Source: an optimization exercise on an open RTL-to-GDS flow (aim: small area). Production flows keep margins and buffers that such runs may drop. RTL that was checked went through simulation tests only; none was proved equivalent to the original. No functional check of the RTL was part of runs 4 and 6. Power is estimated from default activity; no workload was simulated.

### flow/design.v
module small_fifo
  #(parameter WIDTH = 72,
    parameter DEPTH = 7)
   (
    input      [WIDTH-1:0] din,
    input                  wr_en,
    input                  out_rdy,
    output     [WIDTH-1:0] dout,
    output reg             out_wr,
    output                 in_rdy,
    input                  reset,
    input                  clk
    );
   reg [WIDTH-1:0] slot [0:DEPTH-1];
   reg [DEPTH-1:0] last;    
   reg [DEPTH-1:0] wptr;    
   reg [2:0]       depth;
   wire             rd_en    = out_rdy & (depth != 3'd0);
   wire [DEPTH-1:0] rptr     = {last[DEPTH-2:0], last[DEPTH-1]};
   wire [DEPTH-1:0] last_nxt = rd_en ? rptr :
                               reset ? {1'b1, {(DEPTH-1){1'b0}}} : last;
   assign in_rdy = ~&depth;
   always @(posedge clk) begin
      out_wr <= rd_en;
      last   <= last_nxt;
      if (reset) begin
         wptr  <= {last_nxt[DEPTH-2:0], last_nxt[DEPTH-1]};
         depth <= 3'd0;
      end
      else begin
         if (wr_en)
           wptr <= {wptr[DEPTH-2:0], wptr[DEPTH-1]};
         depth <= depth + {2'b0, wr_en} - {2'b0, rd_en};
      end
   end
   genvar i;
   generate
      for (i = 0; i < DEPTH; i = i + 1) begin : g_slot
         always @(posedge clk)
           if (wr_en & wptr[i])
             slot[i] <= din;
      end
   endgenerate
   reg [WIDTH-1:0] sel;
   integer k;
   always @(*) begin
      sel = {WIDTH{1'b0}};
      for (k = 0; k < DEPTH; k = k + 1)
        sel = sel | ({WIDTH{last[k]}} & slot[k]);
   end
   assign dout = sel;
endmodule  
module generic_regs
  #(parameter UDP_REG_SRC_WIDTH = 2,
    parameter TAG               = 0,
    parameter REG_ADDR_WIDTH    = 6,
    parameter NUM_SOFTWARE_REGS = 4,
    parameter NUM_HARDWARE_REGS = 20)
   (
    input                                  reg_req_in,
    input                                  reg_ack_in,
    input                                  reg_rd_wr_L_in,
    input      [23-1:0]   reg_addr_in,
    input      [32-1:0]  reg_data_in,
    input      [UDP_REG_SRC_WIDTH-1:0]     reg_src_in,
    output reg                             reg_req_out,
    output reg                             reg_ack_out,
    output reg                             reg_rd_wr_L_out,
    output reg [23-1:0]   reg_addr_out,
    output reg [32-1:0]  reg_data_out,
    output reg [UDP_REG_SRC_WIDTH-1:0]     reg_src_out,
    output [NUM_SOFTWARE_REGS*32-1:0] software_regs,
    input  [NUM_HARDWARE_REGS*32-1:0] hardware_regs,
    input                                  clk,
    input                                  reset);
   localparam DW = 32;
   localparam NR = NUM_SOFTWARE_REGS + NUM_HARDWARE_REGS;
   reg  [NUM_SOFTWARE_REGS*DW-1:0] sw_reg;
   wire [NR*DW-1:0] all_regs = {hardware_regs, sw_reg};
   wire [REG_ADDR_WIDTH-1:0] addr = reg_addr_in[REG_ADDR_WIDTH-1:0];
   wire hit  = reg_req_in &
               (reg_addr_in[23-1:REG_ADDR_WIDTH] == TAG);
   wire good = addr < NR;
   wire pass = ~reset & ~hit;
   wire dead = ~reset & hit & ~good;
   reg  [NR-1:0] sel;
   integer i;
   always @(*)
     for (i = 0; i < NR; i = i + 1)
       sel[i] = ~reset & hit & (addr == i);
   reg [DW-1:0] rd_data;
   always @(*) begin
      rd_data = ({DW{pass}} & reg_data_in) | ({DW{dead}} & 32'hdead_beef);
      for (i = 0; i < NR; i = i + 1)
        rd_data = rd_data | ({DW{sel[i]}} & all_regs[i*DW +: DW]);
   end
   assign software_regs = sw_reg;
   always @(posedge clk) begin
      reg_rd_wr_L_out <= reg_rd_wr_L_in;
      reg_addr_out    <= reg_addr_in;
      reg_src_out     <= reg_src_in;
      reg_req_out     <= ~reset & reg_req_in;
      reg_ack_out     <= ~reset & (hit | reg_ack_in);
      reg_data_out    <= rd_data;
   end
   genvar j;
   generate
      for (j = 0; j < NUM_SOFTWARE_REGS; j = j + 1) begin : g_sw
         always @(posedge clk)
           if (reset)
             sw_reg[j*DW +: DW] <= {DW{1'b0}};
           else if (sel[j] & ~reg_rd_wr_L_in)
             sw_reg[j*DW +: DW] <= reg_data_in;
      end
   endgenerate
endmodule  
module rcp_parser_control
   (
    input  [7:0] in_ctrl,
    input        in_wr,
    output       word_RCP_FRATE,
    output       word_RCP_RTT,
    output       word_RCP_FIRST,
    output       word_RCP_THIRD,
    input        reset,
    input        clk
   );
   localparam HDRS = 3'd0, WORD_1 = 3'd1, WORD_2 = 3'd2, WORD_3 = 3'd3,
              WORD_4 = 3'd4, WORD_5 = 3'd5, WAIT_EOP = 3'd6;
   reg [2:0] state;
   wire ctrl_zero = in_ctrl == 8'h00;
   assign word_RCP_FIRST = in_wr & (state == HDRS) & (in_ctrl == 8'hff);
   assign word_RCP_THIRD = in_wr & (state == WORD_2);
   assign word_RCP_FRATE = in_wr & (state == WORD_4);
   assign word_RCP_RTT   = in_wr & (state == WORD_5);
   always @(posedge clk) begin
      if (reset)
        state <= HDRS;
      else if (in_wr)
        case (state)
          HDRS:     if (ctrl_zero)  state <= WORD_1;
          WAIT_EOP: if (!ctrl_zero) state <= HDRS;
          default:  state <= state + 3'd1;
        endcase
   end
endmodule  
module rcp_parser
   (
    input  [63:0]     in_data,
    input  [7:0]      in_ctrl,
    input             word_RCP_RTT,
    input             word_RCP_FIRST,
    input             word_RCP_THIRD,
    output reg        is_rcp,
    output reg [3:0]  port_sel,            
    output reg [15:0] rcp_rtt,
    output reg [15:0] rcp_packet_length,
    output reg [3:0]  upd_rtt,             
    output reg [3:0]  upd_len,             
    input             reset,
    input             clk
   );
   localparam RCP_TYPE = 8'hFE;
   wire [15:0] port = in_data[63:48];
   wire is_rcp_nxt = ~reset & (in_ctrl != 8'h01) &
                     (is_rcp | (word_RCP_THIRD & (in_data[7:0] == RCP_TYPE)));
   wire [3:0] port_nxt =
        reset          ? 4'b0 :
        word_RCP_FIRST ? {port == 16'h0040, port == 16'h0010,
                          port == 16'h0004, port == 16'h0001} : port_sel;
   reg [2:0] third_dly;
   always @(posedge clk) begin
      if (word_RCP_RTT)
        rcp_rtt <= in_data[47:32];
      if (word_RCP_FIRST)
        rcp_packet_length <= in_data[15:0];
      is_rcp   <= is_rcp_nxt;
      port_sel <= port_nxt;
      upd_rtt  <= {4{~reset & word_RCP_RTT & is_rcp_nxt}} & port_nxt;
      upd_len  <= {4{~reset & third_dly[2] & is_rcp_nxt}} & port_nxt;
      third_dly <= reset ? 3'b0 : {third_dly[1:0], word_RCP_THIRD};
   end
endmodule  
module rcp_acc
   (
    input  [3:0]  upd_rtt_all,         
    input  [3:0]  upd_len_all,         
    input  [15:0] rcp_rtt,
    input  [15:0] rcp_packet_length,
    output [4*160-1:0] stats,
    input         reset,
    input         clk
   );
   genvar p;
   generate
      for (p = 0; p < 4; p = p + 1) begin : g_port
         wire        upd_rtt = upd_rtt_all[p];
         wire        upd_len = upd_len_all[p];
         wire [63:0] rtt_sum, len_sum;
         wire [31:0] num_rcp;
         rcp_acc_sum #(.W(64), .XW(16)) u_rtt
           (.x(rcp_rtt & {16{upd_rtt}}), .q(rtt_sum), .reset(reset), .clk(clk));
         rcp_acc_sum #(.W(64), .XW(16)) u_len
           (.x(rcp_packet_length & {16{upd_len}}), .q(len_sum), .reset(reset), .clk(clk));
         rcp_acc_sum #(.W(32), .XW(1), .BLK(32)) u_num
           (.x(upd_rtt), .q(num_rcp), .reset(reset), .clk(clk));
         assign stats[p*160 +: 160] = {rtt_sum, num_rcp, len_sum};
      end
   endgenerate
endmodule  
module rcp_acc_sum
  #(parameter W  = 64,
    parameter XW = 16,
    parameter BLK = 8,
    parameter FAN = 8)
   (
    input      [XW-1:0] x,
    output reg [W-1:0]  q,
    input               reset,
    input               clk
   );
   wire [W:0]   c;
   wire [W-1:0] s;
   assign c[0] = 1'b0;
   genvar i;
   generate
      for (i = 0; i < W; i = i + 1) begin : g_bit
         if (i < XW) begin : g_lo
            if (XW <= FAN || i < FAN) begin : g_fa
               assign s[i]   = q[i] ^ x[i] ^ c[i];
               assign c[i+1] = (q[i] & x[i]) | (c[i] & (q[i] ^ x[i]));
            end
            else if (i == FAN) begin : g_add
               assign {c[XW], s[XW-1:FAN]} = {1'b0, q[XW-1:FAN]} + {1'b0, x[XW-1:FAN]} + c[FAN];
            end
         end
         else begin : g_inc
            assign s[i] = q[i] ^ c[i];
            if (i + 1 < W && (i + 1 - XW) % BLK == 0) begin : g_skip
               assign c[i+1] = c[XW] & (&q[i:XW]);
            end
            else begin : g_ha
               assign c[i+1] = q[i] & c[i];
            end
         end
      end
   endgenerate
   always @(posedge clk)
     q <= reset ? {W{1'b0}} : s;
endmodule  
module rcp
    #(parameter DATA_WIDTH = 64,
      parameter CTRL_WIDTH=DATA_WIDTH/8,
      parameter UDP_REG_SRC_WIDTH = 2)
   ( 
    output   [DATA_WIDTH-1:0]        out_data,
    output   [CTRL_WIDTH-1:0]        out_ctrl,
    output                              out_wr,
    input                               out_rdy,
    input  [DATA_WIDTH-1:0]            in_data,
    input  [CTRL_WIDTH-1:0]            in_ctrl,
    input                              in_wr,
    output                             in_rdy,
    input                              reg_req_in,
    input                              reg_ack_in,
    input                              reg_rd_wr_L_in,
    input  [23-1:0]   reg_addr_in,
    input  [32-1:0]  reg_data_in,
    input  [UDP_REG_SRC_WIDTH-1:0]     reg_src_in,
    output                             reg_req_out,
    output                             reg_ack_out,
    output                             reg_rd_wr_L_out,
    output  [23-1:0]  reg_addr_out,
    output  [32-1:0] reg_data_out,
    output  [UDP_REG_SRC_WIDTH-1:0]    reg_src_out,
    input                              clk,
    input                              reset);
   wire        word_RCP_FRATE, word_RCP_RTT, word_RCP_FIRST, word_RCP_THIRD;
   wire        is_rcp;
   wire [3:0]  port_sel;
   wire [15:0] rcp_rtt, rcp_packet_length;
   wire [3:0]  upd_rtt, upd_len;
   wire [127:0] rates;
   wire [639:0] stats;
   reg  [31:0] rate_sel;
   integer p;
   always @(*) begin
      rate_sel = 32'b0;
      for (p = 0; p < 4; p = p + 1)
        rate_sel = rate_sel | ({32{port_sel[p]}} & rates[p*32 +: 32]);
   end
   wire stamp = is_rcp & word_RCP_FRATE & (|port_sel) &
                (in_data[47:16] > rate_sel);
   wire [DATA_WIDTH-1:0] mid_data =
        {in_data[63:48], stamp ? rate_sel : in_data[47:16], in_data[15:0]};
   small_fifo #(.WIDTH(DATA_WIDTH+CTRL_WIDTH), .DEPTH(7)) rcp_fifo_data
     (.din     ({mid_data, in_ctrl}),
      .wr_en   (in_wr),
      .out_rdy (out_rdy),
      .dout    ({out_data, out_ctrl}),
      .out_wr  (out_wr),
      .in_rdy  (in_rdy),
      .reset   (reset),
      .clk     (clk));
   rcp_parser_control rcp_parser_control
     (.in_ctrl        (in_ctrl),
      .in_wr          (in_wr),
      .word_RCP_FRATE (word_RCP_FRATE),
      .word_RCP_RTT   (word_RCP_RTT),
      .word_RCP_FIRST (word_RCP_FIRST),
      .word_RCP_THIRD (word_RCP_THIRD),
      .reset          (reset),
      .clk            (clk));
   rcp_parser rcp_parser
     (.in_data           (in_data),
      .in_ctrl           (in_ctrl),
      .word_RCP_RTT      (word_RCP_RTT),
      .word_RCP_FIRST    (word_RCP_FIRST),
      .word_RCP_THIRD    (word_RCP_THIRD),
      .is_rcp            (is_rcp),
      .port_sel          (port_sel),
      .rcp_rtt           (rcp_rtt),
      .rcp_packet_length (rcp_packet_length),
      .upd_rtt           (upd_rtt),
      .upd_len           (upd_len),
      .reset             (reset),
      .clk               (clk));
   rcp_acc rcp_acc
     (.upd_rtt_all       (upd_rtt),
      .upd_len_all       (upd_len),
      .rcp_rtt           (rcp_rtt),
      .rcp_packet_length (rcp_packet_length),
      .stats             (stats),
      .reset             (reset),
      .clk               (clk));
   wire [639:0] hw_regs;
   genvar g;
   generate
      for (g = 0; g < 4; g = g + 1) begin : g_hw
         wire [159:0] s = stats[g*160 +: 160];    
         assign hw_regs[g*160 +: 160] =
           {s[31:0], s[63:32], s[95:64], s[127:96], s[159:128]};
      end
   endgenerate
   generic_regs
     #(.UDP_REG_SRC_WIDTH (UDP_REG_SRC_WIDTH),
       .TAG               (1032),
       .REG_ADDR_WIDTH    (6),
       .NUM_SOFTWARE_REGS (4),
       .NUM_HARDWARE_REGS (20)) generic_regs
       (.reg_req_in      (reg_req_in),
        .reg_ack_in      (reg_ack_in),
        .reg_rd_wr_L_in  (reg_rd_wr_L_in),
        .reg_addr_in     (reg_addr_in),
        .reg_data_in     (reg_data_in),
        .reg_src_in      (reg_src_in),
        .reg_req_out     (reg_req_out),
        .reg_ack_out     (reg_ack_out),
        .reg_rd_wr_L_out (reg_rd_wr_L_out),
        .reg_addr_out    (reg_addr_out),
        .reg_data_out    (reg_data_out),
        .reg_src_out     (reg_src_out),
        .software_regs   (rates),
        .hardware_regs   (hw_regs),
        .clk             (clk),
        .reset           (reset));
endmodule  
### flow/flow/run.sh
#!/bin/bash
# The standard layout (bash standard.sh, unchanged synthesis and steps),
# with one change: buffer_ports uses the smallest buffer cell, buf_1, for the
# buffer on every input and output port. The make output goes to
# standard_make.log here; ORFS writes each step's log under orfs/logs/.
set -uo pipefail
bash standard.sh "BUFFER_PORTS_ARGS=-buffer_cell sky130_fd_sc_hd__buf_1" finish \
  > standard_make.log 2>&1
status=$?
tail -n 20 standard_make.log
exit $status
### flow/standard.sh
#!/bin/bash
# synth_recipe.tcl (not shown) runs the flow's synth.tcl, then flattens the netlist and writes it again
# the make line also repeats each setting of config.mk as NAME=value (left out here)
make -C /OpenROAD-flow-scripts/flow DESIGN_CONFIG=/design/flow/config.mk WORK_HOME=/design/flow/orfs CLKGATE_MAP_FILE= SYNTH_SCRIPT=/design/flow/synth_recipe.tcl "${@:-finish}"
### flow/config.mk
export PLATFORM = sky130hd
export DESIGN_NAME = rcp
export DESIGN_NICKNAME = rcp
export VERILOG_FILES = /design/flow/design.v
export SDC_FILE = /design/flow/constraint.sdc
export NUM_CORES = 4
export LEC_CHECK = 0
export CAP_MARGIN = 20
export CORE_MARGIN = 2
export CORE_UTILIZATION = 40
export CTS_BUF_LIST = sky130_fd_sc_hd__clkbuf_16
export CTS_CLUSTER_DIAMETER = 120
export CTS_CLUSTER_SIZE = 24
export SLEW_MARGIN = 20
### flow/constraint.sdc
create_clock -name core_clock -period 8.0 [get_ports {clk}]
set_input_delay 1.6000 -clock core_clock [delete_from_list [all_inputs] [get_ports {clk}]]
set_output_delay 1.6000 -clock core_clock [all_outputs]
set_load 0.01 [all_outputs]
==> results of run 1 <==
==> logic make-up (layout without fill, tap and decap cells) <==
kind of cell	after synthesis	count (layout)
AOI/OAI and AO/OA	937	937
xor gates and xnor gates	101	101
adders and majority gates	635	635
buffers and inverters	416	603
DFF	1401	1401
muxes	53	53
other	0	13
and+or+nand+nor	1594	1594
==> layout make-up <==
cell class,instances,area (um^2)
Timing Repair Buffer,366,1770
Multi-Input combinational cell,3320,26000
Sequential cell,1401,33500
Clock buffer,70,1750
Fill cell,14400,85500
Inverter,131,492
Clock inverter,36,208
Antenna cell,13,32.5
Tap cell,2030,2540
==> path summary, 6_finish.rpt <==
check | endpoint | cells after the start | start | slack, ns
max | rcp_acc.g_port[2].u_len.q[62] | 30 | rcp_parser.rcp_packet_length[0] | 0.83
min | rcp_parser.third_dly[2] | 1 | rcp_parser.third_dly[1] | 0.46
max reg2reg | rcp_acc.g_port[2].u_len.q[62] | 30 | rcp_parser.rcp_packet_length[0] | 0.83
min reg2reg | rcp_parser.third_dly[2] | 1 | rcp_parser.third_dly[1] | 0.46
==> synth_stat cells, drive strengths merged, types with 9 or more instances <==
library cell,n
a222oi,99
a22o,141
dfxtp,858
a22oi,256
a21o,19
nor3,42
or2,9
and2,119
xor2,33
nand2,339
and3,9
a221oi,141
fa,73
nor4,28
clkbuf,188
o21ai,42
ha,562
or3,11
or4,10
mux2i,42
a21oi,190
nand4,134
nor2,203
inv,131
o21a,10
edfxtp,543
nand3,115
xnor2,68
buf,97
nand2b,20
nor2b,536
==> layer usage <==
metal  vias up  part of all wire (%)
met5         -                 0.060
met4        20                   5.9
met3       435                   8.5
met2      1872                    44
met1     21000                    42
li1      19200                     -
==> per-stage QoR <==
step                      hold WS (ns)  std cells  total power (W)  utilization, %  worst slack, ns
final                            0.463       7367           0.0133            43.7            0.828
after detailed placement         0.426       7246          0.00947            42.4            0.846
after floorplan                  0.414       5137          0.00874               -             1.42
after global routing             0.474       7355           0.0137            43.7            0.376
after global placement           0.434       7246          0.00946            42.4            0.936
after CTS                        0.462       7352           0.0134            43.6            0.828
==> worst max-delay path: cells and delay by family, from the launching register on <==
kind | cells | cell delay (ns)
adders and majority gates | 17 | 4.59
AOI/OAI and AO/OA | 4 | 0.88
and+or+nand+nor | 5 | 0.76
DFF | 1 | 0.55
buffers and inverters | 4 | 0.26
==> power groups by stage <==
stage          Clock (W)  Sequential (W)  Combinational (W)
6_report         0.00400         0.00780            0.00149
5_1_grt          0.00429         0.00782            0.00161
4_1_cts          0.00407         0.00780            0.00151
3_5_place_dp           0         0.00796            0.00151
3_3_place_gp           0         0.00796            0.00150
2_1_floorplan          0         0.00787           0.000868
==> summary.txt, run 1 <==
Synth Net Count -> 5908
WL/cell -> 27.4 um
Synth Register Bits -> 1401
Hold Fails Final Rpt -> 0
top-area cell type share of the netlist area -> 28.1%
Core ar. -> 152000 um^2
nets -> 6060
Main synth FF type -> dfxtp_1
Initial Utilization -> 40.3%
Setup Viol. Count Final -> 0
Area growth syn-to-layout -> 8.50%
Tmin final -> 7.17 ns
Worst Setup Path Type -> reg2reg
period utilisation layout -> 89.6%
Post-synth EDFFs -> 543
die area -> 156000 um^2
maximum capacitance violations -> 0
DRT Wirelength -> 202000 um
Seq/Total Area, Yosys -> 54.8%
synthesized area -> 61100 um^2
Post-synth ARST share -> 0%
Worst Hold Class -> reg2reg
grt peak-use layer -> met2
cell mode on critical path -> fa_1
worst vdd ir -> 0.203 mV
Rel. slew slack -> 12.6%
Yosys top cell by area -> dfxtp_1
leak pwr -> 26.7 nW
internal power -> 0.00969 W
met3 Use GR -> 5.28%
FMAX -> 139 MHz
area fraction in and, or, nand and nor cells after synthesis -> 14.4%
biggest regs -> rcp_fifo_data.slot: 504 flops, rcp_acc.g_port.u_len.q: 256 flops, rcp_acc.g_port.u_rtt.q: 256 flops
Critical-path top delay cell -> edfxtp_1
Layout Cell Area excl Fill -> 66300 um^2
largest net degree at the start of global routing -> 236
root buffer selected by CTS -> clkbuf_16
PortBufs -> 269
Net Sw Power -> 0.00359 W
Synth Area in Compound Gates -> 11.6%
Max Root-Sink Buffers -> 3
top area cells in the synthesized netlist -> dfxtp_1 28%, edfxtp_1 27%, ha_1 12%
Placer Congestion -> 0.980
CP Launch Type -> register
slowest stage delay, CP -> 0.55 ns
most flop-heavy register -> rcp_fifo_data.slot
Adder-Cell Fraction of Synth Area -> 13.9%
Cells after Synth -> 5137
Die H -> 395 um
initial antenna violation count -> 22
drt drc -> 0
PwrDens -> 200 nW/um^2
number of flip-flops in the largest register -> 504
met1 GRT Util -> 34.2%
die width -> 395 um
Routed Antenna Nets -> 0
Skew-Pair Late Insertion Delay -> 0.73 ns
RSZ-0062 raised after global routing -> false
Worst Path Arrival -> 7.76 ns
via/cell ratio -> 5.77
Post-CTS Setup Inserts -> 0
CP required -> 8.59 ns
post-synthesis xor/xnor area fraction -> 1.45%
Sw Share -> 27.0%
Reg clk slew, reported paths -> 0.10 ns
commonest non-fill, non-tap cell in the layout -> dfxtp_1
actual slew at the worst max-slew pin -> 1.31 ns
DP Wirelength -> 142000 um
Sequential Power Share -> 58.7%
setup TNS -> 0 ns
Post-DP Area -> 64300 um^2
CTS buffer count -> 69
largest family of logic cells by synthesized area -> simple AND/OR/NAND/NOR gates
CTS tree -> yes
distinct cell type count after synthesis -> 70
Sink Count -> 1401
Clk network pwr share -> 30.1%
mux contribution to synthesized area -> 0.946%
DR iter-0 viols -> 4882
most frequent cells in the layout -> 851 x dfxtp_1, 562 x ha_1, 543 x edfxtp_1, 535 x nor2b_1, 338 x nand2_1
met2 usage -> 38.5%
share of cells above drive strength 1 -> 4.83%
vias in the first global route -> 40800
Vias -> 42500
final-report max-slew violation count -> 0
IO Pins -> 270
Critical Path Fanout Max -> 4
drt pass-1 iters -> 8
Setup crit end kind -> register
H-tree depth -> 3
GRT Util Overall -> 25.3%
GRT Residual Overflow -> 0
row count -> 143
global-route wire length before repair -> 290000 um
post-synthesis area per instance -> 11.9 um^2
CTS resizes -> 0
Setup Skew -> 0.0316 ns
Gate power share -> 11.2%
Post-CTS Hold Buffers -> 0
outcome -> finished clean
Ys Warns -> 8
==> run 2, diff against run 1 <==
--- a/flow/config.mk
+++ b/flow/config.mk
@@ -10,5 +10,5 @@
 export CORE_UTILIZATION = 40
 export CTS_BUF_LIST = sky130_fd_sc_hd__clkbuf_16
 export CTS_CLUSTER_DIAMETER = 120
-export CTS_CLUSTER_SIZE = 24
+export CTS_CLUSTER_SIZE = 28
 export SLEW_MARGIN = 20
==> summary.txt, run 2 <==
outcome -> finished clean
Worst Hold Depth -> 1 (unchanged)
initial antenna violation count -> 23 (+4.5%)
top-area cell type share of the netlist area -> 28.1% (unchanged)
Rel. slew slack -> 6.03% (-6.5 points)
post-synthesis area per instance -> 11.9 um^2 (unchanged)
Die H -> 395 um (unchanged)
final-report max-slew violation count -> 0 (unchanged)
area fraction in and, or, nand and nor cells after synthesis -> 14.4% (unchanged)
Adder-Cell Fraction of Synth Area -> 13.9% (unchanged)
biggest regs -> rcp_fifo_data.slot: 504 flops, rcp_acc.g_port.u_len.q: 256 flops, rcp_acc.g_port.u_rtt.q: 256 flops
Initial Utilization -> 40.3% (unchanged)
crit-path leading delay family -> adder cells
Tmin final -> 7.18 ns (+0.00961 ns)
cell mode on critical path -> fa_1
Hold Fails Final Rpt -> 0 (unchanged)
Setup crit end kind -> register
Post-synth ARST share -> 0% (unchanged)
maximum capacitance violations -> 0 (unchanged)
Sink Count -> 1401 (unchanged)
Post-CTS Hold Buffers -> 0 (unchanged)
period utilisation layout -> 89.8% (+0.12 points)
Yosys top cell by area -> dfxtp_1
Reg2Reg Depth -> 30 (unchanged)
DP Wirelength -> 142000 um (unchanged)
most common library cells after synthesis -> 858 x dfxtp_1, 562 x ha_1, 543 x edfxtp_1
Setup Viol. Count Final -> 0 (unchanged)
drt pass-1 iters -> 6 (-2)
Placer Congestion -> 0.980 (unchanged)
Synth Area in Compound Gates -> 11.6% (unchanged)
Skew-Pair Late Insertion Delay -> 0.76 ns (+0.03 ns)
Reg2Reg Setup Slack -> 0.82 ns (about the same)
die area -> 156000 um^2 (unchanged)
DRT Wirelength -> 201000 um (-0.24%)
nets -> 6048 (-0.20%)
Main synth FF type -> dfxtp_1
Cells after Synth -> 5137 (unchanged)
Worst Hold Endpoint -> rcp_parser.third_dly[2]
GRT Util Overall -> 25.2% (-0.12 points)
mux contribution to synthesized area -> 0.946% (unchanged)
CP required -> 8.60 ns (about the same)
Worst Hold Class -> reg2reg
CTS tree -> yes
hold_sp -> rcp_parser.third_dly[1]
WP buf/inv -> 4 (unchanged)
CTS resizes -> 0 (unchanged)
Worst Path Arrival -> 7.78 ns (+0.02 ns)
Seq/Total Area, Yosys -> 54.8% (unchanged)
H-tree depth -> 2 (-1)
DR iter-0 viols -> 5061 (+3.7%)
Routed Antenna Nets -> 0 (unchanged)
commonest non-fill, non-tap cell in the layout -> dfxtp_1
Post-synth EDFFs -> 543 (unchanged)
via/cell ratio -> 5.78 (+0.17%)
synthesized area -> 61100 um^2 (unchanged)
pre-CTS WS -> 0.846 ns (unchanged)
Max Root-Sink Buffers -> 3 (unchanged)
Vias -> 42500 (-0.035%)
Area growth syn-to-layout -> 7.99%
FMAX -> 139 MHz (-0.13%)
Reg clk slew, reported paths -> 0.12 ns (+0.02 ns)
worst vdd ir -> 0.206 mV (+1.6%)
most frequent cells in the layout -> 851 x dfxtp_1, 562 x ha_1, 543 x edfxtp_1, 535 x nor2b_1, 338 x nand2_1
die width -> 395 um (unchanged)
Finished Core Util -> 43.5% (-0.20 points)
Post-CTS Setup Inserts -> 0 (unchanged)
global-route wire length before repair -> 289000 um (-0.15%)
share of cells above drive strength 1 -> 4.56% (-0.27 points)
setup TNS -> 0 ns (unchanged)
WL/cell -> 27.4 um (about the same)
post-synthesis xor/xnor area fraction -> 1.45% (unchanged)
Core ar. -> 152000 um^2 (unchanged)
IO Pins -> 270 (unchanged)
GRT Residual Overflow -> 0 (unchanged)
CP Launch Type -> register
Crit Reg-Reg Startpoint -> rcp_parser.upd_rtt[1]
Worst Setup Path Type -> reg2reg
Critical Path Fanout Max -> 17 (+13)
actual slew at the worst max-slew pin -> 1.41 ns (+0.0982 ns)
vias in the first global route -> 40700 (-0.27%)
number of flip-flops in the largest register -> 504 (unchanged)
top area cells in the synthesized netlist -> dfxtp_1 28%, edfxtp_1 27%, ha_1 12%
PortBufs -> 269 (unchanged)
Setup Skew -> 0.0633 ns (+0.0317 ns)
reg2reg end -> rcp_acc.g_port[1].u_rtt.q[62]
largest net degree at the start of global routing -> 236 (unchanged)
Synth Net Count -> 5908 (unchanged)
largest family of logic cells by synthesized area -> simple AND/OR/NAND/NOR gates
fin worst setup slack -> 0.819 ns (-0.00961 ns)
Synth Register Bits -> 1401 (unchanged)
CTS buffer count -> 57 (-17%)
drt drc -> 0 (unchanged)
most flop-heavy register -> rcp_fifo_data.slot
most numerous cell in the Yosys netlist -> dfxtp_1
RSZ-0062 raised after global routing -> false
slowest stage delay, CP -> 0.51 ns (-0.04 ns)
distinct cell type count after synthesis -> 70 (unchanged)
Ys Warns -> 8 (unchanged)
leak pwr -> 26.5 nW (-0.62%)
root buffer selected by CTS -> clkbuf_16
PwrDens -> 196 nW/um^2 (-2.2%)
row count -> 143 (unchanged)
Critical-path top delay cell -> dfxtp_1
run 2: cell counts after synthesis:
No cell type changed its count.
run 2: cell families after synthesis:
kind of cell	after synthesis
flip-flops	1401
multiplexers	53
XOR/XNOR	101
AND/OR/NAND/NOR	1594
buffers and inverters	416
adder cells (fa/ha/maj)	635
AO/OA/AOI/OAI	937
run 2: area by class of cell:
cell class	instances	area, um^2
Clock buffer	57	1430
Multi-Input combinational cell	3320	26000
Antenna cell	14	35.0
Tap cell	2030	2540
Sequential cell	1401	33500
Fill cell	14400	85800
Clock inverter	33	223
Inverter	131	492
Timing Repair Buffer	366	1770
run 2: metrics by stage:
step	total power, W	hold slack (ns)	area (um^2)	std cells
floorplan	0.00874	0.414	61100	5137
global placement	0.00946	0.434	64300	7246
detailed placement	0.00947	0.426	64300	7246
CTS	0.0130	0.464	65900	7336
global route	0.0134	0.476	65900	7339
finish	0.0129	0.465	66000	7352
run 2: how the worst max path moves through the flow:
stage | from | endpoint | depth (start not counted)
floorplan | rcp_parser.upd_rtt[1] | rcp_acc.g_port[1].u_rtt.q[62] | 31
global placement | rcp_parser.rcp_rtt[0] | rcp_acc.g_port[1].u_rtt.q[62] | 30
detailed placement | rcp_parser.upd_rtt[1] | rcp_acc.g_port[1].u_rtt.q[63] | 31
CTS | rcp_parser.upd_rtt[1] | rcp_acc.g_port[1].u_rtt.q[62] | 30
global route | rcp_parser.upd_rtt[1] | rcp_acc.g_port[1].u_rtt.q[63] | 31
finish | rcp_parser.upd_rtt[1] | rcp_acc.g_port[1].u_rtt.q[62] | 30
run 2: report_power, final:
group	internal, W	switching, W
combinational	0.000427	0.00106
clock	0.00133	0.00231
sequential	0.00765	0.000147
run 2: routing by layer:
layer | vias up | part of all wire (%) | global-route usage, %
met5 | - | 0.089 | 0
met4 | 24 | 5.6 | 12.1
met3 | 397 | 8.7 | 4.51
met2 | 1901 | 44 | 38.5
met1 | 21100 | 41 | 34.5
li1 | 19100 | - | -
==> run 3, diff against run 2 <==
--- a/flow/config.mk
+++ b/flow/config.mk
@@ -7,8 +7,8 @@
 export LEC_CHECK = 0
 export CAP_MARGIN = 20
 export CORE_MARGIN = 2
-export CORE_UTILIZATION = 40
+export CORE_UTILIZATION = 55
 export CTS_BUF_LIST = sky130_fd_sc_hd__clkbuf_16
-export CTS_CLUSTER_DIAMETER = 120
-export CTS_CLUSTER_SIZE = 28
+export CTS_CLUSTER_DIAMETER = 100
+export CTS_CLUSTER_SIZE = 30
 export SLEW_MARGIN = 20
==> summary.txt, run 3 <==
Yosys top cell by area -> dfxtp_1
number of flip-flops in the largest register -> 504 (unchanged)
most numerous cell in the Yosys netlist -> dfxtp_1
pre-CTS WS -> 0.775 ns (-0.0718 ns)
Post-CTS Setup Inserts -> 0 (unchanged)
Cells after Synth -> 5137 (unchanged)
die width -> 337 um (-15%)
worst vdd ir -> 0.184 mV (-11%)
Rel. slew slack -> 13.0% (+7.0 points)
Synth Net Count -> 5908 (unchanged)
setup TNS -> 0 ns (unchanged)
top-area cell type share of the netlist area -> 28.1% (unchanged)
GRT Util Overall -> 34.1% (+8.9 points)
final-report max-slew violation count -> 0 (unchanged)
period utilisation layout -> 90.3% (+0.52 points)
CTS buffer count -> 54 (-5.3%)
vias in the first global route -> 40400 (-0.74%)
Setup Skew -> 0.0445 ns (-0.0188 ns)
outcome -> finished clean
CTS tree -> yes
WP buf/inv -> 4 (unchanged)
Reg clk slew, reported paths -> 0.12 ns (about the same)
WL/cell -> 28.9 um (+5.6%)
biggest regs -> rcp_fifo_data.slot: 504 flops, rcp_acc.g_port.u_len.q: 256 flops, rcp_acc.g_port.u_rtt.q: 256 flops
DR iter-0 viols -> 4441 (-12%)
RSZ-0062 raised after global routing -> false
GRT Residual Overflow -> 0 (unchanged)
Main synth FF type -> dfxtp_1
H-tree depth -> 2 (unchanged)
Seq/Total Area, Yosys -> 54.8% (unchanged)
leak pwr -> 26.4 nW (-0.21%)
Ys Warns -> 8 (unchanged)
root buffer selected by CTS -> clkbuf_16
Tmin final -> 7.22 ns (+0.0415 ns)
top area cells in the synthesized netlist -> dfxtp_1 28%, edfxtp_1 27%, ha_1 12%
die area -> 114000 um^2 (-27%)
most common library cells after synthesis -> 858 x dfxtp_1, 562 x ha_1, 543 x edfxtp_1
DRT Wirelength -> 196000 um (-2.4%)
CP required -> 8.60 ns (about the same)
Worst Path Arrival -> 7.83 ns (+0.05 ns)
Die H -> 337 um (-15%)
CP Launch Type -> register
largest net degree at the start of global routing -> 175 (-26%)
via/cell ratio -> 6.20 (+7.1%)
Synth Register Bits -> 1401 (unchanged)
crit-path leading delay family -> adder cells
Skew-Pair Late Insertion Delay -> 0.74 ns (-0.02 ns)
Setup Viol. Count Final -> 0 (unchanged)
post-synthesis area per instance -> 11.9 um^2 (unchanged)
Post-synth ARST share -> 0% (unchanged)
Initial Utilization -> 55.3% (+15 points)
Routed Antenna Nets -> 0 (unchanged)
actual slew at the worst max-slew pin -> 1.30 ns (-0.105 ns)
synthesized area -> 61100 um^2 (unchanged)
Reg2Reg Setup Slack -> 0.78 ns (-0.04 ns)
Vias -> 42100 (-0.93%)
initial antenna violation count -> 15 (-35%)
PortBufs -> 269 (unchanged)
PwrDens -> 196 nW/um^2 (+0.23%)
Setup crit end kind -> register
IO Pins -> 270 (unchanged)
Placer Congestion -> 0.956 (-2.4%)
DP Wirelength -> 137000 um (-3.1%)
nets -> 6035 (-0.21%)
Sink Count -> 1401 (unchanged)
CTS resizes -> 0 (unchanged)
Area growth syn-to-layout -> 6.68%
Worst Hold Class -> reg2reg
fin worst setup slack -> 0.777 ns (-0.0415 ns)
row count -> 122 (-15%)
distinct cell type count after synthesis -> 70 (unchanged)
drt drc -> 0 (unchanged)
commonest non-fill, non-tap cell in the layout -> dfxtp_1
Critical-path top delay cell -> dfxtp_1
global-route wire length before repair -> 280000 um (-3.1%)
most frequent cells in the layout -> 851 x dfxtp_1, 562 x ha_1, 543 x edfxtp_1, 535 x nor2b_1, 338 x nand2_1
maximum capacitance violations -> 0 (unchanged)
drt pass-1 iters -> 7 (+1)
Post-synth EDFFs -> 543 (unchanged)
Post-CTS Hold Buffers -> 0 (unchanged)
Worst Setup Path Type -> reg2reg
Max Root-Sink Buffers -> 3 (unchanged)
share of cells above drive strength 1 -> 4.40% (-0.16 points)
slowest stage delay, CP -> 0.51 ns (about the same)
Critical Path Fanout Max -> 17 (unchanged)
cell mode on critical path -> fa_1
Hold Fails Final Rpt -> 0 (unchanged)
FMAX -> 138 MHz (-0.57%)
most flop-heavy register -> rcp_fifo_data.slot
Core ar. -> 110000 um^2 (-27%)
==> run 3: cell counts after synthesis <==
Identical to the previous run, type by type.
==> run 3: logic make-up after synthesis <==
group,count (synthesis),synth area share (%)
AND/OR/NAND/NOR,1594,14.4
flip-flops,1401,54.8
AO/OA/AOI/OAI,937,11.6
adder cells (fa/ha/maj),635,13.9
buffers and inverters,416,2.88
XOR/XNOR,101,1.45
multiplexers,53,0.946
==> run 3: cell type report <==
class | instances | area, um^2
flip-flops and latches | 1401 | 33500
diodes | 12 | 30.0
repair buffers | 356 | 1700
well taps | 1488 | 1860
clock inverters | 37 | 219
clock buffers | 55 | 1380
multi-input cells | 3320 | 26000
fillers | 9273 | 45200
inverters | 131 | 492
==> run 3: final timing paths <==
check | from | end | depth (start not counted)
max | rcp_parser.upd_rtt[1] | rcp_acc.g_port[1].u_rtt.q[62] | 30
min | rcp_parser.third_dly[1] | rcp_parser.third_dly[2] | 1
max reg2reg | rcp_parser.upd_rtt[1] | rcp_acc.g_port[1].u_rtt.q[62] | 30
min reg2reg | rcp_parser.third_dly[1] | rcp_parser.third_dly[2] | 1
==> run 3: metrics by stage <==
stage,total power (W),hold slack [ns],cell area (um^2),std cells,utilization [%]
4_1_cts,0.0129,0.453,65100,6784,59.0
6_report,0.0128,0.451,65200,6800,59.0
5_1_grt,0.0132,0.475,65100,6790,59.0
3_3_place_gp,0.00939,0.437,63500,6692,57.5
3_5_place_dp,0.00941,0.439,63500,6692,57.5
2_1_floorplan,0.00874,0.414,61100,5137,-
==> run 3: where the power goes <==
| group | internal (W) | switching (W) |
|---|---|---|
| Clock | 0.00131 | 0.00225 |
| Combinational | 0.000426 | 0.00101 |
| Sequential | 0.00765 | 0.000153 |
| Total | 0.00939 | 0.00341 |
==> run 3: metal layers <==
layer  track usage (%)  part of all wire [%]  vias to the layer above
met4              20.6                   7.3                       14
met1              43.7                    40                    20900
met2              54.4                    45                     1697
met5                 0                 0.047                        -
li1                  -                     -                    19100
met3              5.51                   7.7                      436
==> run 3: worst register-to-register path, delay by kind of cell (launching register included) <==
family,cells,cell delay [ns]
fa+ha+maj,17,4.69
compound gates,4,0.89
simple gates,5,0.74
flops,1,0.51
buf+inv,4,0.27
==> run 4, diff against run 3 <==
--- a/flow/design.v
+++ b/flow/design.v
@@ -212,7 +212,7 @@
   #(parameter W  = 64,
     parameter XW = 16,
     parameter BLK = 8,
-    parameter FAN = 8)
+    parameter FAN = 10)
    (
     input      [XW-1:0] x,
     output reg [W-1:0]  q,
--- a/flow/config.mk
+++ b/flow/config.mk
@@ -10,5 +10,5 @@
 export CORE_UTILIZATION = 55
 export CTS_BUF_LIST = sky130_fd_sc_hd__clkbuf_16
 export CTS_CLUSTER_DIAMETER = 100
-export CTS_CLUSTER_SIZE = 30
+export CTS_CLUSTER_SIZE = 26
 export SLEW_MARGIN = 20
==> summary.txt, run 4 <==
outcome -> finished clean
Post-synth ARST share -> 0% (unchanged)
Hold Fails Final Rpt -> 0 (unchanged)
Critical Path Fanout Max -> 4 (-13)
biggest regs -> rcp_fifo_data.slot: 504 flops, rcp_acc.g_port.u_len.q: 256 flops, rcp_acc.g_port.u_rtt.q: 256 flops
PortBufs -> 269 (unchanged)
crit-path leading delay family -> adder cells
H-tree depth -> 2 (unchanged)
Setup crit end kind -> register
Yosys top cell by area -> dfxtp_1
Post-CTS Hold Buffers -> 0 (unchanged)
share of cells above drive strength 1 -> 5.98% (+1.6 points)
CTS tree -> yes
Setup Viol. Count Final -> 0 (unchanged)
WL/cell -> 29.5 um (+2.2%)
actual slew at the worst max-slew pin -> 1.39 ns (+0.0846 ns)
WP buf/inv -> 6 (+2)
FMAX -> 130 MHz (-6.3%)
Post-synth EDFFs -> 543 (unchanged)
Sink Count -> 1401 (unchanged)
GRT Util Overall -> 35.0% (+0.90 points)
Setup Skew -> 0.0411 ns (-0.00338 ns)
distinct cell type count after synthesis -> 82 (+17%)
drt pass-1 iters -> 9 (+2)
CTS buffer count -> 61 (+13%)
DP Wirelength -> 145000 um (+5.7%)
via/cell ratio -> 6.27 (+1.2%)
Synth Register Bits -> 1401 (unchanged)
top-area cell type share of the netlist area -> 27.7% (-0.47 points)
Tmin final -> 7.71 ns (+0.484 ns)
PwrDens -> 196 nW/um^2 (-0.40%)
Area growth syn-to-layout -> 6.77% (about the same)
largest net degree at the start of global routing -> 195 (+11%)
Initial Utilization -> 55.4% (about the same)
Finished Core Util -> 59.1% (+0.076 points)
Placer Congestion -> 0.973 (+1.7%)
Main synth FF type -> dfxtp_1
Filler cells -> 9461 (+2.0%)
Reg clk slew, reported paths -> 0.11 ns (about the same)
Synth Net Count -> 6072 (+2.8%)
die width -> 340 um (+0.84%)
Skew-Pair Late Insertion Delay -> 0.75 ns (about the same)
Rel. slew slack -> 7.37% (-5.6 points)
vias in the first global route -> 41500 (+2.7%)
Core ar. -> 112000 um^2 (+1.7%)
nets -> 6186 (+2.5%)
Worst Setup Path Type -> reg2reg
Ys Warns -> 8 (unchanged)
cell mode on critical path -> fa_1
die area -> 116000 um^2 (+1.7%)
synthesized area -> 62100 um^2 (+1.7%)
global-route wire length before repair -> 294000 um (+5.0%)
most frequent cells in the layout -> 851 x dfxtp_1, 547 x nor2b_1, 546 x ha_1, 543 x edfxtp_1, 362 x nand2_1
top area cells in the synthesized netlist -> dfxtp_1 28%, edfxtp_1 26%, ha_1 11%
commonest non-fill, non-tap cell in the layout -> dfxtp_1
DRT Wirelength -> 206000 um (+4.7%)
period utilisation layout -> 96.3% (+6.0 points)
RSZ-0062 raised after global routing -> false
IO Pins -> 270 (unchanged)
most flop-heavy register -> rcp_fifo_data.slot
Max Root-Sink Buffers -> 3 (unchanged)
Seq/Total Area, Yosys -> 53.9% (-0.92 points)
leak pwr -> 26.5 nW (about the same)
root buffer selected by CTS -> clkbuf_16
most common library cells after synthesis -> 858 x dfxtp_1, 548 x nor2b_1, 546 x ha_1
GRT Residual Overflow -> 0 (unchanged)
Critical-path top delay cell -> fa_1
Worst Hold Class -> reg2reg
most numerous cell in the Yosys netlist -> dfxtp_1
Vias -> 43700 (+3.6%)
Die H -> 340 um (+0.84%)
setup TNS -> 0 ns (unchanged)
row count -> 123 (+0.82%)
CP Launch Type -> register
post-synthesis area per instance -> 11.7 um^2 (-1.4%)
maximum capacitance violations -> 0 (unchanged)
Cells after Synth -> 5301 (+3.2%)
worst vdd ir -> 0.192 mV (+4.1%)
CP required -> 8.60 ns (about the same)
initial antenna violation count -> 27 (+12)
number of flip-flops in the largest register -> 504 (unchanged)
Routed Antenna Nets -> 0 (unchanged)
final-report max-slew violation count -> 0 (unchanged)
Worst Path Arrival -> 8.31 ns (+0.48 ns)
drt drc -> 0 (unchanged)
DR iter-0 viols -> 5051 (+14%)
slowest stage delay, CP -> 0.45 ns (-0.06 ns)
-- run 4: cell count changes after synthesis, moves of 24 or more --
| cell | before | now |
|---|---|---|
| nand4_1 | 133 | 220 |
| a221oi_1 | 141 | 73 |
| mux2_2 | 8 | 62 |
| inv_1 | 131 | 170 |
| and4_1 | 6 | 35 |
| a21oi_1 | 190 | 164 |
| nand2_1 | 338 | 362 |
| xor2_1 | 33 | 9 |
-- run 4: cells by family (layout without fill, tap and decap cells) --
kind of cell	Yosys count	in the layout	synth area share [%]
AND/OR/NAND/NOR	1726	1726	15.4
adder cells (fa/ha/maj)	635	635	13.9
AO/OA/AOI/OAI	874	874	10.7
multiplexers	98	98	1.78
buffers and inverters	497	645	3.38
other	0	17	0
XOR/XNOR	70	70	0.987
flip-flops	1401	1401	53.9
-- run 4: metrics by stage --
| step | power, W | area, um^2 | instances | setup WS [ns] | hold slack (ns) |
|---|---|---|---|---|---|
| 2_1_floorplan | 0.00876 | 62100 | 5301 | 0.941 | 0.414 |
| 3_3_place_gp | 0.00943 | 64500 | 6848 | 0.324 | 0.424 |
| 3_5_place_dp | 0.00944 | 64500 | 6849 | 0.260 | 0.428 |
| 4_1_cts | 0.0131 | 66200 | 6946 | 0.247 | 0.453 |
| 5_1_grt | 0.0134 | 66300 | 6953 | 0.00196 | 0.466 |
| 6_report | 0.0130 | 66300 | 6966 | 0.293 | 0.451 |
-- run 4: final timing paths --
kind | to | from | cells past startpoint | slack (ns)
min | rcp_parser.third_dly[2] | rcp_parser.third_dly[1] | 1 | 0.45
max | rcp_acc.g_port[0].u_rtt.q[62] | rcp_parser.rcp_rtt[0] | 33 | 0.29
max reg2reg | rcp_acc.g_port[0].u_rtt.q[62] | rcp_parser.rcp_rtt[0] | 33 | 0.29
min reg2reg | rcp_parser.third_dly[2] | rcp_parser.third_dly[1] | 1 | 0.45
-- run 4: per-layer routing --
metal	share of wire (%)	vias to the layer above	routed length [um]	track usage, %
li1	-	19600	-	-
met5	0.030	-	61	0
met1	39	21400	81000	45.7
met4	7.9	8	16300	23.1
met2	44	2066	91200	53.9
met3	8.3	499	17100	5.94
-- run 4: final cells by class --
type                    count  area [um^2]  share of cell area [%]
inverters                 170          638                   0.962
multi-input cells        3403        26700                    40.3
well taps                1500         1880                    2.83
diodes                     17         42.5                  0.0641
clock buffers              61         1530                    2.30
repair buffers            378         1850                    2.78
flip-flops and latches   1401        33500                    50.5
clock inverters            36          188                   0.283
-- run 4: power breakdown --
| group | internal, W | leakage (nW) | switching [W] |
|---|---|---|---|
| combinational | 0.000434 | 13.6 | 0.00105 |
| sequential | 0.00765 | 12.0 | 0.000128 |
| clock | 0.00141 | 0.939 | 0.00231 |
-- run 4: timing repair --
item                                    in CTS  in global routing
resized for setup                            0                 17
setup buffers                                0                  2
endpoints found under the hold margin        0                  0
endpoints found under the setup margin       0                 47
==> run 5, diff against run 4 <==
--- a/flow/design.v
+++ b/flow/design.v
@@ -212,7 +212,7 @@
   #(parameter W  = 64,
     parameter XW = 16,
     parameter BLK = 8,
-    parameter FAN = 10)
+    parameter FAN = 8)
    (
     input      [XW-1:0] x,
     output reg [W-1:0]  q,
==> summary.txt, run 5 <==
global-route wire length before repair -> 281000 um (-4.6%)
H-tree depth -> 2 (unchanged)
period utilisation layout -> 90.5% (-5.8 points)
CP required -> 8.61 ns (about the same)
most flop-heavy register -> rcp_fifo_data.slot
Sink Count -> 1401 (unchanged)
Main synth FF type -> dfxtp_1
IO Pins -> 270 (unchanged)
fin worst setup slack -> 0.759 ns (+0.465 ns)
CTS resizes -> 0 (unchanged)
Post-synth EDFFs -> 543 (unchanged)
Post-DP Area -> 63500 um^2 (-1.5%)
Critical-path top delay cell -> dfxtp_1
maximum capacitance violations -> 0 (unchanged)
Post-CTS Hold Buffers -> 0 (unchanged)
Setup Viol. Count Final -> 0 (unchanged)
most frequent cells in the layout -> 851 x dfxtp_1, 562 x ha_1, 543 x edfxtp_1, 535 x nor2b_1, 338 x nand2_1
number of flip-flops in the largest register -> 504 (unchanged)
CTS tree -> yes
most numerous cell in the Yosys netlist -> dfxtp_1
Initial Utilization -> 55.3% (about the same)
worst vdd ir -> 0.192 mV (+0.31%)
post-synthesis area per instance -> 11.9 um^2 (+1.5%)
top-area cell type share of the netlist area -> 28.1% (+0.47 points)
Post-CTS Setup Inserts -> 0 (unchanged)
share of cells above drive strength 1 -> 4.41% (-1.6 points)
die width -> 337 um (-0.83%)
Finished Core Util -> 59.1% (about the same)
cell count after placement -> 6692 (-2.3%)
initial antenna violation count -> 13 (-52%)
WL/cell -> 28.9 um (-2.1%)
Worst Path Arrival -> 7.85 ns (-0.46 ns)
Vias -> 42200 (-3.2%)
Reg clk slew, reported paths -> 0.11 ns (about the same)
Sequential Power Share -> 60.5% (+0.6 points)
nets -> 6041 (-2.3%)
top area cells in the synthesized netlist -> dfxtp_1 28%, edfxtp_1 27%, ha_1 12%
Post-synth ARST share -> 0% (unchanged)
cell mode on critical path -> fa_1
actual slew at the worst max-slew pin -> 1.36 ns (-0.0340 ns)
GRT Util Overall -> 34.1% (-0.84 points)
PwrDens -> 198 nW/um^2 (+1.0%)
drt drc -> 0 (unchanged)
Yosys top cell by area -> dfxtp_1
row count -> 122 (-0.81%)
Routed Antenna Nets -> 0 (unchanged)
Cells after Synth -> 5137 (-3.1%)
biggest regs -> rcp_fifo_data.slot: 504 flops, rcp_acc.g_port.u_len.q: 256 flops, rcp_acc.g_port.u_rtt.q: 256 flops
slowest stage delay, CP -> 0.53 ns (+0.08 ns)
Gate power share -> 11.1% (-0.4 points)
internal power -> 0.00948 W (about the same)
RSZ-0062 raised after global routing -> false
Worst Setup Path Type -> reg2reg
commonest non-fill, non-tap cell in the layout -> dfxtp_1
final-report max-slew violation count -> 0 (unchanged)
DRT Wirelength -> 197000 um (-4.4%)
Placer Congestion -> 0.956 (-1.7%)
leak pwr -> 26.5 nW (+0.14%)
Ys Warns -> 8 (unchanged)
Max Root-Sink Buffers -> 3 (unchanged)
via/cell ratio -> 6.21 (-0.87%)
vias in the first global route -> 40600 (-2.2%)
CP Launch Type -> register
root buffer selected by CTS -> clkbuf_16
Clk network pwr share -> 28.4% (-0.2 points)
synthesized area -> 61100 um^2 (-1.7%)
Seq/Total Area, Yosys -> 54.8% (+0.92 points)
Setup Skew -> 0.0470 ns (+0.00594 ns)
CTS buffer count -> 60 (-1.6%)
drt pass-1 iters -> 9 (unchanged)
setup TNS -> 0 ns (unchanged)
distinct cell type count after synthesis -> 70 (-15%)
most common library cells after synthesis -> 858 x dfxtp_1, 562 x ha_1, 543 x edfxtp_1
Setup crit end kind -> register
DP Wirelength -> 137000 um (-5.4%)
crit-path leading delay family -> adder cells
Synth Register Bits -> 1401 (unchanged)
Hold Fails Final Rpt -> 0 (unchanged)
Net Sw Power -> 0.00341 W (-2.1%)
DR iter-0 viols -> 4618 (-8.6%)
Layout Cell Area excl Fill -> 65200 um^2 (-1.6%)
PortBufs -> 269 (unchanged)
Skew-Pair Late Insertion Delay -> 0.76 ns (about the same)
Sw Share -> 26.5% (-0.41 points)
Tmin final -> 7.24 ns (-0.465 ns)
pre-CTS WS -> 0.775 ns (+0.514 ns)
Rel. slew slack -> 9.64% (+2.3 points)
GRT Residual Overflow -> 0 (unchanged)
Critical Path Fanout Max -> 17 (+13)
FMAX -> 138 MHz (+6.4%)
WP buf/inv -> 4 (-2)
non-filler cells, final -> 6799 (-2.4%)
outcome -> finished clean
Synth Net Count -> 5908 (-2.7%)
largest net degree at the start of global routing -> 175 (-10%)
Area growth syn-to-layout -> 6.83% (about the same)
Worst Hold Class -> reg2reg
Core ar. -> 110000 um^2 (-1.6%)
die area -> 114000 um^2 (-1.7%)
Die H -> 337 um (-0.83%)
==> run 5: cell count changes in the layout (fill, tap and decap cells not counted), sizes merged, moves of 22 or more <==
cell	delta
a221oi	+68
and4	-30
nand4	-87
inv	-39
a21oi	+25
mux2	-54
nand2	-23
xor2	+24
buf	-22
==> run 5: power groups by stage <==
stage	registers (W)	clock network (W)	logic, W
floorplan	0.00787	0	0.000868
global placement	0.00796	0	0.00144
detailed placement	0.00796	0	0.00144
CTS	0.00780	0.00374	0.00145
global route	0.00782	0.00396	0.00155
finish	0.00780	0.00367	0.00143
==> run 5: cells by family (layout without fill, tap and decap cells) <==
| logic type | after synthesis | after routing | share of synthesized area, % |
|---|---|---|---|
| AO/OA/AOI/OAI | 937 | 937 | 11.6 |
| XOR/XNOR | 101 | 101 | 1.45 |
| adder cells (fa/ha/maj) | 635 | 635 | 13.9 |
| buffers and inverters | 416 | 582 | 2.88 |
| flip-flops | 1401 | 1401 | 54.8 |
| multiplexers | 53 | 53 | 0.946 |
| other | 0 | 8 | 0 |
| AND/OR/NAND/NOR | 1594 | 1594 | 14.4 |
==> run 5: final timing paths <==
path | from | to | slack [ns] | cells after the start
worst max register to register | rcp_parser.upd_rtt[1] | rcp_acc.g_port[1].u_rtt.q[62] | 0.76 | 30
worst max-delay path | rcp_parser.upd_rtt[1] | rcp_acc.g_port[1].u_rtt.q[62] | 0.76 | 30
worst min-delay path | rcp_parser.third_dly[0] | rcp_parser.third_dly[1] | 0.46 | 1
worst min register to register | rcp_parser.third_dly[0] | rcp_parser.third_dly[1] | 0.46 | 1
==> run 5: cell type report <==
cell class	count	area [um^2]
clock buffers	60	1500
flip-flops and latches	1401	33500
repair buffers	356	1700
well taps	1488	1860
inverters	131	492
diodes	8	20.0
clock inverters	35	191
fillers	9258	45100
multi-input cells	3320	26000
==> run 5: through the flow <==
stage / power [W] / hold WS [ns]
2_1_floorplan: 0.00874 / 0.414
3_3_place_gp: 0.00939 / 0.437
3_5_place_dp: 0.00941 / 0.439
4_1_cts: 0.0130 / 0.460
5_1_grt: 0.0133 / 0.486
6_report: 0.0129 / 0.459
==> run 5: routing by layer <==
layer | track usage [%] | vias up | share of wire (%) | wire (um)
met5 | 0 | - | 0.048 | 95
met4 | 21.1 | 14 | 7.4 | 14500
met3 | 5.76 | 435 | 7.6 | 14900
met2 | 54.5 | 1774 | 46 | 89600
met1 | 43.5 | 20900 | 39 | 77600
li1 | - | 19100 | - | -
==> run 6, diff against run 5 <==
--- a/flow/design.v
+++ b/flow/design.v
@@ -245,8 +245,11 @@
          end
       end
    endgenerate
-   always @(posedge clk)
-     q <= reset ? {W{1'b0}} : s;
+   always @(posedge clk or posedge reset)
+     if (reset)
+       q <= {W{1'b0}};
+     else
+       q <= s;
 endmodule  
 module rcp
     #(parameter DATA_WIDTH = 64,
==> summary.txt, run 6 <==
Crit Reg-Reg Startpoint -> rcp_parser.rcp_packet_length[0]
DR iter-0 viols -> 5477 (+19%)
Rel. slew slack -> 9.86% (+0.23 points)
vias in the first global route -> 40500 (-0.22%)
Worst Setup Path Type -> reg2reg
setup TNS -> 0 ns (unchanged)
drt pass-1 iters -> 8 (-1)
global-route wire length before repair -> 295000 um (+4.9%)
Max Root-Sink Buffers -> 3 (unchanged)
DP Wirelength -> 146000 um (+6.3%)
commonest non-fill, non-tap cell in the layout -> dfrtp_1
Sink Count -> 1401 (unchanged)
Post-CTS Setup Inserts -> 0 (unchanged)
leak pwr -> 29.9 nW (+13%)
top area cells in the synthesized netlist -> edfxtp_1 27%, dfrtp_1 26%, ha_1 11%
Core ar. -> 111000 um^2 (+0.41%)
number of flip-flops in the largest register -> 504 (unchanged)
die area -> 115000 um^2 (+0.73%)
Routed Antenna Nets -> 0 (unchanged)
biggest regs -> rcp_fifo_data.slot: 504 flops, rcp_acc.g_port.u_len.q: 256 flops, rcp_acc.g_port.u_rtt.q: 256 flops
FMAX -> 140 MHz (+1.1%)
CTS resizes -> 0 (unchanged)
GRT Util Overall -> 35.4% (+1.3 points)
actual slew at the worst max-slew pin -> 1.34 ns (-0.0158 ns)
initial antenna violation count -> 25 (+12)
maximum capacitance violations -> 0 (unchanged)
most common library cells after synthesis -> 640 x dfrtp_1, 562 x ha_1, 543 x edfxtp_1
Synth Register Bits -> 1401 (unchanged)
Filler cells -> 9152 (-1.1%)
Placer Congestion -> 0.972 (+1.6%)
WL/cell -> 32.0 um (+11%)
Post-synth EDFFs -> 543 (unchanged)
DRT Wirelength -> 206000 um (+4.6%)
most frequent cells in the layout -> 640 x dfrtp_1, 562 x ha_1, 543 x edfxtp_1, 369 x nand2_1, 286 x a22oi_1
Reg clk slew, reported paths -> 0.11 ns (about the same)
distinct cell type count after synthesis -> 80 (+14%)
CP required -> 8.62 ns (about the same)
Main synth FF type -> dfrtp_1
crit path from -> rcp_parser.rcp_packet_length[0]
Hold Fails Final Rpt -> 0 (unchanged)
period utilisation layout -> 89.5% (-1.0 points)
synthesized area -> 61500 um^2 (+0.73%)
Skew-Pair Late Insertion Delay -> 0.73 ns (-0.03 ns)
RSZ-0062 raised after global routing -> false
die width -> 338 um (+0.36%)
worst vdd ir -> 0.215 mV (+12%)
Setup Viol. Count Final -> 0 (unchanged)
Critical-path top delay cell -> fa_1
hold_sp -> rcp_parser.third_dly[1]
final-report max-slew violation count -> 0 (unchanged)
CP Launch Type -> register
via/cell ratio -> 6.57 (+5.8%)
share of cells above drive strength 1 -> 4.98% (+0.57 points)
outcome -> finished clean
Yosys top cell by area -> edfxtp_1
CTS tree -> yes
nets -> 5658 (-6.3%)
Critical Path Fanout Max -> 4 (-13)
Post-synth ARST share -> 45.7% (+46 points)
Worst Hold Class -> reg2reg
Area growth syn-to-layout -> 7.52%
post-synthesis area per instance -> 13.1 um^2 (+10%)
row count -> 122 (unchanged)
IO Pins -> 270 (unchanged)
slowest stage delay, CP -> 0.46 ns (-0.07 ns)
Post-CTS Hold Buffers -> 0 (unchanged)
drt drc -> 0 (unchanged)
Setup Skew -> 0.0246 ns (-0.0224 ns)
Vias -> 42300 (+0.17%)
Cells after Synth -> 4702 (-8.5%)
PortBufs -> 269 (unchanged)
most flop-heavy register -> rcp_fifo_data.slot
Setup crit end kind -> register
Synth Net Count -> 5473 (-7.4%)
CTS buffer count -> 60 (unchanged)
cell mode on critical path -> fa_1
Initial Utilization -> 55.5% (+0.18 points)
WHS -> 0.459 ns (-0.0000440 ns)
most numerous cell in the Yosys netlist -> dfrtp_1
GRT Residual Overflow -> 0 (unchanged)
PwrDens -> 196 nW/um^2 (-0.66%)
Tmin final -> 7.16 ns (-0.0808 ns)
Seq/Total Area, Yosys -> 59.6% (+4.8 points)
Die H -> 338 um (+0.36%)
H-tree depth -> 2 (unchanged)
Ys Warns -> 8 (unchanged)
largest net degree at the start of global routing -> 99 (-43%)
top-area cell type share of the netlist area -> 26.5% (-1.6 points)
root buffer selected by CTS -> clkbuf_16
Worst Path Arrival -> 7.78 ns (-0.07 ns)
run 6: cell types whose count changed after synthesis, moves of 39 or more:
cell      previous run  this run
nor2_1             202        69
a221oi_1           141        52
inv_1              131       170
dfxtp_1            858       218
nor2b_1            536        35
a22o_1             141        75
nand4_1            133       236
dfrtp_1              0       640
run 6: metal layers:
layer	routed length (um)	up-vias	global-route usage, %
met5	69	-	0
met4	7950	12	12.0
met3	21700	356	8.71
met2	90900	2117	52.6
met1	85100	21600	51.1
li1	-	18200	-
run 6: worst paths after layout:
check,to,slack (ns),cells after the start
max in group asynchronous,rcp_acc.g_port[1].u_rtt.q[5],3.52,6
setup reg to reg,rcp_acc.g_port[0].u_len.q[55],0.84,29
hold reg to reg,rcp_parser.third_dly[2],0.46,1
hold / removal,rcp_parser.third_dly[2],0.46,1
setup / recovery,rcp_acc.g_port[0].u_len.q[55],0.84,29
min in group asynchronous,rcp_acc.g_port[0].u_len.q[23],1.79,3
run 6: power by group:
| group | switching (W) | internal, W |
|---|---|---|
| logic | 0.00102 | 0.000412 |
| registers | 0.000172 | 0.00769 |
| clock network | 0.00229 | 0.00141 |
| total | 0.00348 | 0.00951 |
run 6: stage by stage:
step	area, um^2	power [W]	utilization [%]	instances	setup slack (ns)
3_3_place_gp	64300	0.00945	58.1	6310	0.985
3_5_place_dp	64300	0.00946	58.1	6310	0.846
2_1_floorplan	61500	0.00877	-	4702	0.815
6_report	66200	0.0130	59.7	6436	0.839
5_1_grt	66100	0.0134	59.7	6429	0.413
4_1_cts	66100	0.0131	59.6	6423	0.814
run 6: cell families after synthesis:
logic type / Yosys count / share of synthesized area, %
multiplexers: 78 / 1.28
flip-flops: 1401 / 59.6
AO/OA/AOI/OAI: 885 / 10.8
buffers and inverters: 419 / 2.73
AND/OR/NAND/NOR: 1182 / 10.4
adder cells (fa/ha/maj): 635 / 13.8
XOR/XNOR: 102 / 1.45
run 6: critical path, delay by kind of cell (launching register included):
kind / cells / cell delay [ns]
AO/OA/AOI/OAI: 3 / 0.91
adder cells (fa/ha/maj): 17 / 4.54
XOR/XNOR: 1 / 0.14
AND/OR/NAND/NOR: 4 / 0.75
flip-flops: 1 / 0.45
buffers and inverters: 4 / 0.25
run 6: final cells by class:
type / count / area [um^2] / area share, %
sequential: 1401 / 36700 / 55.5
clock inverter: 52 / 225 / 0.340
tap: 1488 / 1860 / 2.81
antenna: 10 / 25.0 / 0.0378
clock buffer: 61 / 1530 / 2.31
multi-input combinational: 2882 / 23400 / 35.3
inverter: 171 / 668 / 1.01
timing repair buffer: 371 / 1780 / 2.69
==> run 7, diff against run 6 <==
--- a/flow/design.v
+++ b/flow/design.v
@@ -103,14 +103,13 @@
       reg_ack_out     <= ~reset & (hit | reg_ack_in);
       reg_data_out    <= rd_data;
    end
+   wire [DW-1:0] sw_d = reg_data_in & {DW{~reset}};
    genvar j;
    generate
       for (j = 0; j < NUM_SOFTWARE_REGS; j = j + 1) begin : g_sw
          always @(posedge clk)
-           if (reset)
-             sw_reg[j*DW +: DW] <= {DW{1'b0}};
-           else if (sel[j] & ~reg_rd_wr_L_in)
-             sw_reg[j*DW +: DW] <= reg_data_in;
+           if (reset | (sel[j] & ~reg_rd_wr_L_in))
+             sw_reg[j*DW +: DW] <= sw_d;
       end
    endgenerate
 endmodule  
@@ -245,11 +244,8 @@
          end
       end
    endgenerate
-   always @(posedge clk or posedge reset)
-     if (reset)
-       q <= {W{1'b0}};
-     else
-       q <= s;
+   always @(posedge clk)
+     q <= reset ? {W{1'b0}} : s;
 endmodule  
 module rcp
     #(parameter DATA_WIDTH = 64,
==> summary.txt, run 7 <==
met3 Use GR -> 7.09% (-1.6 points)
global-route wire length before repair -> 295000 um (+0.16%)
Skew-Pair Late Insertion Delay -> 0.74 ns (about the same)
worst vdd ir -> 0.191 mV (-11%)
Vias -> 42100 (-0.54%)
period utilisation layout -> 91.3% (+1.8 points)
PortBufs -> 269 (unchanged)
Ys Warns -> 8 (unchanged)
Setup crit end kind -> register
Initial Utilization -> 55.4% (-0.096 points)
grt peak-use layer -> met2
Placer Congestion -> 1.06 (+9.6%)
Post-synth ARST share -> 0% (-46 points)
CTS resizes -> 0 (unchanged)
synthesized area -> 61300 um^2 (-0.31%)
cell mode on critical path -> fa_1
H-tree depth -> 2 (unchanged)
RSZ-0062 raised after global routing -> false
number of flip-flops in the largest register -> 504 (unchanged)
commonest non-fill, non-tap cell in the layout -> dfxtp_1
GRT Residual Overflow -> 0 (unchanged)
Post-synth EDFFs -> 671 (+24%)
top-area cell type share of the netlist area -> 32.9% (+6.3 points)
Filler cells -> 9190 (+0.42%)
Yosys top cell by area -> edfxtp_1
Hold Fails Final Rpt -> 0 (unchanged)
most common library cells after synthesis -> 730 x dfxtp_1, 671 x edfxtp_1, 564 x nor2b_1
initial antenna violation count -> 14 (-44%)
actual slew at the worst max-slew pin -> 1.23 ns (-0.110 ns)
share of cells above drive strength 1 -> 5.57% (+0.59 points)
Seq/Total Area, Yosys -> 56.7% (-2.9 points)
outcome -> finished clean
drt drc -> 0 (unchanged)
Setup Viol. Count Final -> 0 (unchanged)
drt pass-1 iters -> 9 (+1)
Sw Share -> 26.7% (-0.082 points)
Worst Path Arrival -> 7.90 ns (+0.12 ns)
Die H -> 338 um (-0.15%)
Core ar. -> 111000 um^2 (-0.14%)
Post-CTS Hold Buffers -> 0 (unchanged)
Finished Core Util -> 59.8% (+0.10 points)
Reg2Reg Setup Slack -> 0.70 ns (-0.14 ns)
die width -> 338 um (-0.15%)
die area -> 114000 um^2 (-0.31%)
DP Wirelength -> 153000 um (+4.7%)
internal power -> 0.00970 W (+2.0%)
leak pwr -> 27.0 nW (-10%)
Sequential Power Share -> 60.4% (-0.2 points)
Routed Antenna Nets -> 0 (unchanged)
## run 7: changes by cell type after synthesis, sizes merged, moves of 26 or more
cell / delta
a21oi: -113
inv: -31
a221oi: +36
dfxtp: +512
nand2: -244
nor2: +153
nor2b: +529
edfxtp: +128
xor2: -28
dfrtp: -640
xnor2: +27
o2111ai: -27
clkbuf: +26
nand4: -94
## run 7: critical path: cells and delay by family (launching register included)
family                   cells  cell delay [ns]
AO/OA/AOI/OAI                4             0.89
XOR/XNOR                     1             0.14
buffers and inverters        5             0.45
adder cells (fa/ha/maj)     17             4.51
AND/OR/NAND/NOR              5             0.84
flip-flops                   1             0.32
## run 7: final cells by class
type,count,area (um^2),share of cell area [%]
Sequential cell,1401,34800,52.6
Multi-Input combinational cell,3098,25200,38.1
Timing Repair Buffer,392,1970,2.98
Tap cell,1488,1860,2.81
Clock buffer,62,1550,2.34
Inverter,139,522,0.788
Clock inverter,41,226,0.342
Antenna cell,4,10.0,0.0151
## run 7: power by group through the flow
stage | registers (W) | clock network, W | logic (W)
after floorplan | 0.00805 | 0 | 0.000890
after global placement | 0.00815 | 0 | 0.00151
after detailed placement | 0.00816 | 0 | 0.00152
after CTS | 0.00799 | 0.00380 | 0.00152
after global routing | 0.00802 | 0.00403 | 0.00164
final | 0.00800 | 0.00374 | 0.00150
## run 7: kinds of logic (layout without fill, tap and decap cells)
family | count (synthesis) | count (layout) | share of synthesized area [%]
AO/OA/AOI/OAI | 807 | 807 | 10.4
XOR/XNOR | 101 | 101 | 1.44
adder cells (fa/ha/maj) | 635 | 635 | 13.8
buffers and inverters | 400 | 634 | 2.56
flip-flops | 1401 | 1401 | 56.7
multiplexers | 73 | 73 | 1.22
other | 0 | 4 | 0
AND/OR/NAND/NOR | 1482 | 1482 | 13.9
## run 7: stage by stage
step / setup WS, ns / power, W / cells / hold slack (ns) / area [um^2]
finish: 0.696 / 0.0132 / 6625 / 0.468 / 66200
global route: 0.307 / 0.0137 / 6621 / 0.461 / 66200
CTS: 0.718 / 0.0133 / 6613 / 0.464 / 66100
detailed placement: 0.741 / 0.00967 / 6510 / 0.431 / 64300
global placement: 0.818 / 0.00966 / 6509 / 0.446 / 64300
floorplan: 1.53 / 0.00894 / 4899 / 0.414 / 61300
## run 7: final timing paths
check | from | end | cells past startpoint
setup reg to reg | rcp_parser.upd_rtt[1] | rcp_acc.g_port[1].u_rtt.q[63] | 32
setup / recovery | rcp_parser.upd_rtt[1] | rcp_acc.g_port[1].u_rtt.q[63] | 32
hold reg to reg | rcp_parser.third_dly[1] | rcp_parser.third_dly[2] | 1
hold / removal | rcp_parser.third_dly[1] | rcp_parser.third_dly[2] | 1
## run 7: routing by layer
| layer | vias up | routed length, um |
|---|---|---|
| met1 | 20700 | 79700 |
| li1 | 18700 | - |
| met5 | - | 79 |
| met4 | 12 | 18300 |
| met2 | 2138 | 96000 |
| met3 | 543 | 17700 |

static timing again, ports no longer ideal:
How much do the figures lean on ideal ports? The routed layouts below were timed once more, with nothing changed but the port constraints. Step 1 assumes that a clkbuf_16 drives the clock port and a buf_2 every other input. Step 2 also shifts input and output timing later by t, the mid clock arrival at the registers, as if the neighbouring blocks saw the same clock. Slacks: no drivers / after step 1 / after step 2; pairs: no drivers / after step 1.
run | shift t [ns] | setup slack, ns
run 1 | 0.786 | 0.828 / 0.828 / 0.828
run 2 | 0.802 | 0.819 / 0.819 / 0.819
run 3 | 0.794 | 0.777 / 0.777 / 0.777
run 4 | 0.810 | 0.293 / 0.293 / 0.293
run 5 | 0.807 | 0.759 / 0.759 / 0.759
run 6 | 0.802 | 0.839 / 0.839 / 0.839
run 7 | 0.814 | 0.696 / 0.696 / 0.696
After both steps every run listed still meets setup and hold.
